Context: an optimization exercise on an open-source flow, tuned for small area and a short achievable clock period. The choices shown serve that exercise and are no tape-out recipe.
Only simulation tests tie the RTL to the original design; equivalence was not proved.

## main
==> flow/design.v <==
module ks_add(a, b, cin, s, cout);
  parameter W = 32;
  parameter L = 5;           
  input [W-1:0] a;
  input [W-1:0] b;
  input cin;
  output [W-1:0] s;
  output cout;
  wire [W-1:0] p0 = a ^ b;
  wire [W-1:0] g [0:L];
  wire [W-1:0] p [0:L];
  assign g[0] = a & b;
  assign p[0] = p0;
  genvar l, i;
  generate
    for (l = 0; l < L; l = l + 1) begin : lv
      for (i = 0; i < W; i = i + 1) begin : bt
        if ((i >> l) & 1) begin : m
          assign g[l+1][i] = g[l][i] | (p[l][i] & g[l][((i >> l) << l) - 1]);
          assign p[l+1][i] = p[l][i] & p[l][((i >> l) << l) - 1];
        end else begin : k
          assign g[l+1][i] = g[l][i];
          assign p[l+1][i] = p[l][i];
        end
      end
    end
  endgenerate
  wire [W-1:0] cy = g[L] | (p[L] & {W{cin}});
  assign s = p0 ^ {cy[W-2:0], cin};
  assign cout = cy[W-1];
endmodule
module norm(A, mul, D, sh);
  input [31:0] A;
  input mul;
  output [31:0] D;
  output [4:0] sh;
  wire z16 = ~mul & ~|A[31:16];
  wire [31:0] a1 = z16 ? {A[15:0], 16'b0} : A;
  wire z8 = ~mul & ~|a1[31:24];
  wire [31:0] a2 = z8 ? {a1[23:0], 8'b0} : a1;
  wire z4 = ~mul & ~|a2[31:28];
  wire [31:0] a3 = z4 ? {a2[27:0], 4'b0} : a2;
  wire z2 = ~mul & ~|a3[31:30];
  wire [31:0] a4 = z2 ? {a3[29:0], 2'b0} : a3;
  wire z1 = ~mul & ~a4[31];
  assign D = z1 ? {a4[30:0], 1'b0} : a4;
  assign sh = {z16, z8, z4, z2, z1};
endmodule
module qsel(yh, gl, mul, bq, q);
  input [6:0] yh;
  input [17:0] gl;
  input mul;
  input [2:0] bq;
  output [2:0] q;
  wire [6:0] yo = {~yh[6], yh[5:0]};    
  wire cg2_0 = yo >= 7'd76;   
  wire cg2_1 = yo >= 7'd77;   
  wire cg2_2 = yo >= 7'd78;   
  wire cg2_3 = yo >= 7'd80;   
  wire cg2_4 = yo >= 7'd82;   
  wire cg2_5 = yo >= 7'd85;   
  wire cg2_6 = yo >= 7'd86;   
  wire ge2 = (gl[0] & cg2_0) | (gl[1] & cg2_1) | (gl[2] & cg2_2) | (gl[3] & cg2_3) | (gl[4] & cg2_4) | (gl[5] & cg2_5) | (gl[6] & cg2_6);
  wire cg1_0 = yo >= 7'd68;   
  wire cg1_1 = yo >= 7'd70;   
  wire ge1 = (gl[7] & cg1_0) | (gl[8] & cg1_1);
  wire cg0_0 = yo >= 7'd59;   
  wire cg0_1 = yo >= 7'd57;   
  wire ge0 = (gl[9] & cg0_0) | (gl[10] & cg0_1);
  wire cgm1_0 = yo >= 7'd51;   
  wire cgm1_1 = yo >= 7'd50;   
  wire cgm1_2 = yo >= 7'd49;   
  wire cgm1_3 = yo >= 7'd48;   
  wire cgm1_4 = yo >= 7'd46;   
  wire cgm1_5 = yo >= 7'd44;   
  wire cgm1_6 = yo >= 7'd41;   
  wire gem1 = (gl[11] & cgm1_0) | (gl[12] & cgm1_1) | (gl[13] & cgm1_2) | (gl[14] & cgm1_3) | (gl[15] & cgm1_4) | (gl[16] & cgm1_5) | (gl[17] & cgm1_6);
  wire [2:0] qs = {ge1, ge2 | ~gem1, (ge1 & ~ge2) | (~ge0 & gem1)};
  assign q = mul ? bq : qs;
endmodule
module fa3(a, b, c, s, co);
  input a;
  input b;
  input c;
  output s;
  output co;
  assign s = a ^ b ^ c;
  assign co = (a & b) | (a & c) | (b & c);
endmodule
module breadboard(clk, reset, A, B, C, opcode, ERR_out);
  input clk;
  input reset;
  input [3:0] opcode;
  input [31:0] A;
  input [31:0] B;
  output [31:0] C;
  output ERR_out;
  reg [31:0] C;
  reg ERR_out;
  wire mul = (opcode == 4'd3);
  wire [31:0] D;
  wire [4:0] sh;
  norm nrm (.A(A), .mul(mul), .D(D), .sh(sh));
  wire z16 = sh[4];
  wire z8 = sh[3];
  wire z4 = sh[2];
  wire z2 = sh[1];
  wire z1 = sh[0];
  wire [62:0] n0 = {31'b0, B & {32{~mul}}};
  wire [62:0] n1 = z16 ? {n0[46:0], 16'b0} : n0;
  wire [62:0] n2 = z8 ? {n1[54:0], 8'b0} : n1;
  wire [62:0] n3 = z4 ? {n2[58:0], 4'b0} : n2;
  wire [62:0] n4 = z2 ? {n3[60:0], 2'b0} : n3;
  wire [62:0] N = z1 ? {n4[61:0], 1'b0} : n4;
  wire [3:0] di = D[30:27];
  wire g2_0 = (di >= 4'd0) & (di <= 4'd1);
  wire g2_1 = (di == 4'd2);
  wire g2_2 = (di >= 4'd3) & (di <= 4'd4);
  wire g2_3 = (di >= 4'd5) & (di <= 4'd7);
  wire g2_4 = (di >= 4'd8) & (di <= 4'd10);
  wire g2_5 = (di >= 4'd11) & (di <= 4'd14);
  wire g2_6 = (di == 4'd15);
  wire g1_0 = (di >= 4'd0) & (di <= 4'd7);
  wire g1_1 = (di >= 4'd8) & (di <= 4'd15);
  wire g0_0 = (di >= 4'd0) & (di <= 4'd6);
  wire g0_1 = (di >= 4'd7) & (di <= 4'd15);
  wire gm1_0 = (di == 4'd0);
  wire gm1_1 = (di >= 4'd1) & (di <= 4'd2);
  wire gm1_2 = (di == 4'd3);
  wire gm1_3 = (di >= 4'd4) & (di <= 4'd5);
  wire gm1_4 = (di >= 4'd6) & (di <= 4'd8);
  wire gm1_5 = (di >= 4'd9) & (di <= 4'd11);
  wire gm1_6 = (di >= 4'd12) & (di <= 4'd15);
  wire [17:0] gl = {gm1_6, gm1_5, gm1_4, gm1_3, gm1_2, gm1_1, gm1_0, g0_1, g0_0, g1_1, g1_0, g2_6, g2_5, g2_4, g2_3, g2_2, g2_1, g2_0};
  wire [32:0] S [0:16];
  wire [32:0] Cy [0:16];
  wire [31:0] Qp;
  wire [31:0] Qn;
  assign S[16] = {2'b0, N[62:32]};
  assign Cy[16] = 33'b0;
  genvar j;
  generate
    for (j = 15; j >= 0; j = j - 1) begin : row
      wire [32:0] s_in = S[j+1];
      wire [32:0] c_in = Cy[j+1];
      wire [6:0] yh;
      if (j == 15) begin : e0
        assign yh = s_in[32:26];
      end else begin : en
        wire yc;
        ks_add #(.W(7), .L(3)) est (.a(s_in[32:26]), .b(c_in[32:26]), .cin(1'b0), .s(yh), .cout(yc));
      end
      wire bh = B[2*j+1];
      wire bl = B[2*j];
      wire bm;
      if (j == 0) begin : b0
        assign bm = 1'b0;
      end else begin : bn
        assign bm = B[2*j-1];
      end
      wire [2:0] bq = {bh & ~(bl & bm), (bh & ~bl & ~bm) | (~bh & bl & bm), bl ^ bm};
      wire [2:0] q;
      qsel qs (.yh(yh), .gl(gl), .mul(mul), .bq(bq), .q(q));
      wire sub = q[2];
      wire two = q[1];
      wire one = q[0];
      wire [32:0] d1 = {1'b0, D};
      wire [32:0] d2 = {D, 1'b0};
      wire [32:0] s4 = {s_in[30:0], N[2*j+1], N[2*j]};
      wire [32:0] c4 = {c_in[30:0], 1'b0, sub};
      wire [32:0] mj;
      genvar b;
      for (b = 0; b < 33; b = b + 1) begin : bt
        if (b == 1 || b == 2 || (j == 15 && b > 2)) begin : h
          wire t = ((one & d1[b]) | (two & d2[b])) ^ sub;
          assign S[j][b] = s4[b] ^ t;
          assign mj[b] = s4[b] & t;
        end else begin : f
          wire t = ((one & d1[b]) | (two & d2[b])) ^ sub;
          fa3 fa (.a(s4[b]), .b(c4[b]), .c(t), .s(S[j][b]), .co(mj[b]));
        end
      end
      assign Cy[j] = {mj[31:0], 1'b0};
      assign Qp[2*j+1:2*j] = {sub & two, sub & one};
      assign Qn[2*j+1:2*j] = {~sub & two, ~sub & one};
    end
  endgenerate
  wire [32:0] W;
  wire wc;
  ks_add #(.W(33), .L(6)) fin (.a(S[0]), .b(Cy[0]), .cin(1'b0), .s(W), .cout(wc));
  wire neg = W[32];
  wire [31:0] dz = D;
  wire [31:0] x3 = S[0][31:0] ^ Cy[0][31:0] ^ dz;
  wire [31:0] y3 = (S[0][31:0] & Cy[0][31:0]) | (S[0][31:0] & dz) | (Cy[0][31:0] & dz);
  wire [31:0] W2;
  wire w2c;
  ks_add #(.W(32), .L(5)) cor (.a(x3), .b({y3[30:0], 1'b0}), .cin(1'b0), .s(W2), .cout(w2c));
  wire [31:0] Rn = neg ? W2 : W[31:0];
  wire [31:0] R = Rn >> sh;
  wire [31:0] Qv;
  wire qc;
  ks_add #(.W(32), .L(5)) quo_add (.a(Qp), .b(~Qn), .cin(~neg), .s(Qv), .cout(qc));
  wire a_is0 = (A == 32'd0);
  wire a_is1 = (A == 32'd1);
  wire [31:0] quo = a_is0 ? 32'hFFFFFFFF : (a_is1 ? B : Qv);
  wire [31:0] rem = a_is0 ? B : (a_is1 ? 32'd0 : R);
  wire [31:0] prod = W[31:0];
  wire [32:0] ca;
  wire [32:0] cs;
  wire [31:0] sum;
  wire [31:0] dif;
  assign ca[0] = 1'b0;
  assign cs[0] = 1'b1;
  genvar i;
  generate
    for (i = 0; i < 32; i = i + 1) begin : rc
      wire na = ~A[i];
      assign sum[i] = A[i] ^ B[i] ^ ca[i];
      assign ca[i+1] = (A[i] & B[i]) | (A[i] & ca[i]) | (B[i] & ca[i]);
      assign dif[i] = B[i] ^ na ^ cs[i];
      assign cs[i+1] = (B[i] & na) | (B[i] & cs[i]) | (na & cs[i]);
    end
  endgenerate
  reg [31:0] nxt;
  always @(*) begin
    case (opcode)
      4'd0: nxt = C;
      4'd1: nxt = sum;
      4'd2: nxt = dif;
      4'd3: nxt = prod;
      4'd4: nxt = quo;
      4'd5: nxt = rem;
      4'd6: nxt = A & B;
      4'd7: nxt = A | B;
      4'd8: nxt = A ^ B;
      4'd9: nxt = ~B;
      4'd10: nxt = ~(A & B);
      4'd11: nxt = ~(A | B);
      4'd12: nxt = ~(A ^ B);
      4'd13: nxt = {A[30:0], 1'b0};
      4'd14: nxt = {1'b0, A[31:1]};
      default: nxt = 32'd0;
    endcase
  end
  always @(posedge clk) begin
    if (reset)
      C <= 32'd0;
    else
      C <= nxt;
    ERR_out <= ca[32];
  end
endmodule
export LEC_CHECK = 0
export CAP_MARGIN = 20
export CORE_MARGIN = 2
export CORE_UTILIZATION = 40
export SLEW_MARGIN = 20
export SYNTH_HIERARCHICAL = 1
create_clock -name core_clock -period 80.0 [get_ports {clk}]
run.sh (not shown) runs the stock make flow with config.mk's settings and CLKGATE_MAP_FILE= SYNTH_SCRIPT=/design/flow/synth_recipe.tcl, a recipe that flattens the netlist after the stock synthesis.
Here is what was changed in the inputs of the feature branch compared with main.
--- a/flow/design.v
+++ b/flow/design.v
@@ -74,21 +74,12 @@
   wire cgm1_4 = yo >= 7'd46;   
   wire cgm1_5 = yo >= 7'd44;   
   wire cgm1_6 = yo >= 7'd41;   
   wire gem1 = (gl[11] & cgm1_0) | (gl[12] & cgm1_1) | (gl[13] & cgm1_2) | (gl[14] & cgm1_3) | (gl[15] & cgm1_4) | (gl[16] & cgm1_5) | (gl[17] & cgm1_6);
   wire [2:0] qs = {ge1, ge2 | ~gem1, (ge1 & ~ge2) | (~ge0 & gem1)};
   assign q = mul ? bq : qs;
-endmodule
-module fa3(a, b, c, s, co);
-  input a;
-  input b;
-  input c;
-  output s;
-  output co;
-  assign s = a ^ b ^ c;
-  assign co = (a & b) | (a & c) | (b & c);
 endmodule
 module breadboard(clk, reset, A, B, C, opcode, ERR_out);
   input clk;
   input reset;
   input [3:0] opcode;
   input [31:0] A;
@@ -161,28 +152,18 @@
       wire [2:0] bq = {bh & ~(bl & bm), (bh & ~bl & ~bm) | (~bh & bl & bm), bl ^ bm};
       wire [2:0] q;
       qsel qs (.yh(yh), .gl(gl), .mul(mul), .bq(bq), .q(q));
       wire sub = q[2];
       wire two = q[1];
       wire one = q[0];
-      wire [32:0] d1 = {1'b0, D};
-      wire [32:0] d2 = {D, 1'b0};
+      wire [32:0] mag = ({33{one}} & {1'b0, D}) | ({33{two}} & {D, 1'b0});
+      wire [32:0] t = mag ^ {33{sub}};
       wire [32:0] s4 = {s_in[30:0], N[2*j+1], N[2*j]};
       wire [32:0] c4 = {c_in[30:0], 1'b0, sub};
-      wire [32:0] mj;
-      genvar b;
-      for (b = 0; b < 33; b = b + 1) begin : bt
-        if (b == 1 || b == 2 || (j == 15 && b > 2)) begin : h
-          wire t = ((one & d1[b]) | (two & d2[b])) ^ sub;
-          assign S[j][b] = s4[b] ^ t;
-          assign mj[b] = s4[b] & t;
-        end else begin : f
-          wire t = ((one & d1[b]) | (two & d2[b])) ^ sub;
-          fa3 fa (.a(s4[b]), .b(c4[b]), .c(t), .s(S[j][b]), .co(mj[b]));
-        end
-      end
+      wire [32:0] mj = (s4 & c4) | (s4 & t) | (c4 & t);
+      assign S[j] = s4 ^ c4 ^ t;
       assign Cy[j] = {mj[31:0], 1'b0};
       assign Qp[2*j+1:2*j] = {sub & two, sub & one};
       assign Qn[2*j+1:2*j] = {~sub & two, ~sub & one};
     end
   endgenerate
   wire [32:0] W;
## What came out
[compare] base=main new=the feature branch: initial standard-cell utilization of the core rose 0.16 points; length of routed met2 wiring about even.
Diff main -> the feature branch | non-clock inverter instance count of the final layout | increase of 233
On global-route usage, the higher figure sits with main, not the feature branch.
Between main and the feature branch, area growth from synthesis to final layout increased.
Synthesized cell count, the feature branch and main, higher one = the feature branch.
Diff main -> the feature branch | final routed wirelength across all metal layers | up slightly
main → the feature branch: sequential portion of the cell area roughly the same; final area higher; floorplan die area higher; cell area reported after detailed placement higher; via count normalized by instance count lower.

static timing again, ports no longer ideal:
How much do the figures lean on ideal ports? The routed layouts below were timed once more, with nothing changed but the port constraints.
Step 1: set_driving_cell puts a clkbuf_16 on clk and a buf_2 on each other input, an assumption about the parent block.
Step 2 times the ports against the registers' clock, not the clock port: input delays grow and output delays shrink by t, the midpoint of the rising clock arrivals with the driver on.
a / b / c = ideal / step 1 / step 2; a / b = the first two.
run | shift t [ns] | setup slack, ns | worst hold slack (ns) | worst register clock-pin slew, ns
main | 0.362 | 3.526 / 3.530 / 3.168 | 0.770 / 0.770 / 0.770 | 0.07 / 0.07
the feature branch | 0.347 | 2.555 / 2.576 / 2.229 | 0.699 / 0.699 / 0.699 | 0.07 / 0.07
After both steps every run listed still meets setup and hold. The setup slack of main, which loses most, moves by +0.004 ns with the drivers and by -0.358 ns with both steps.
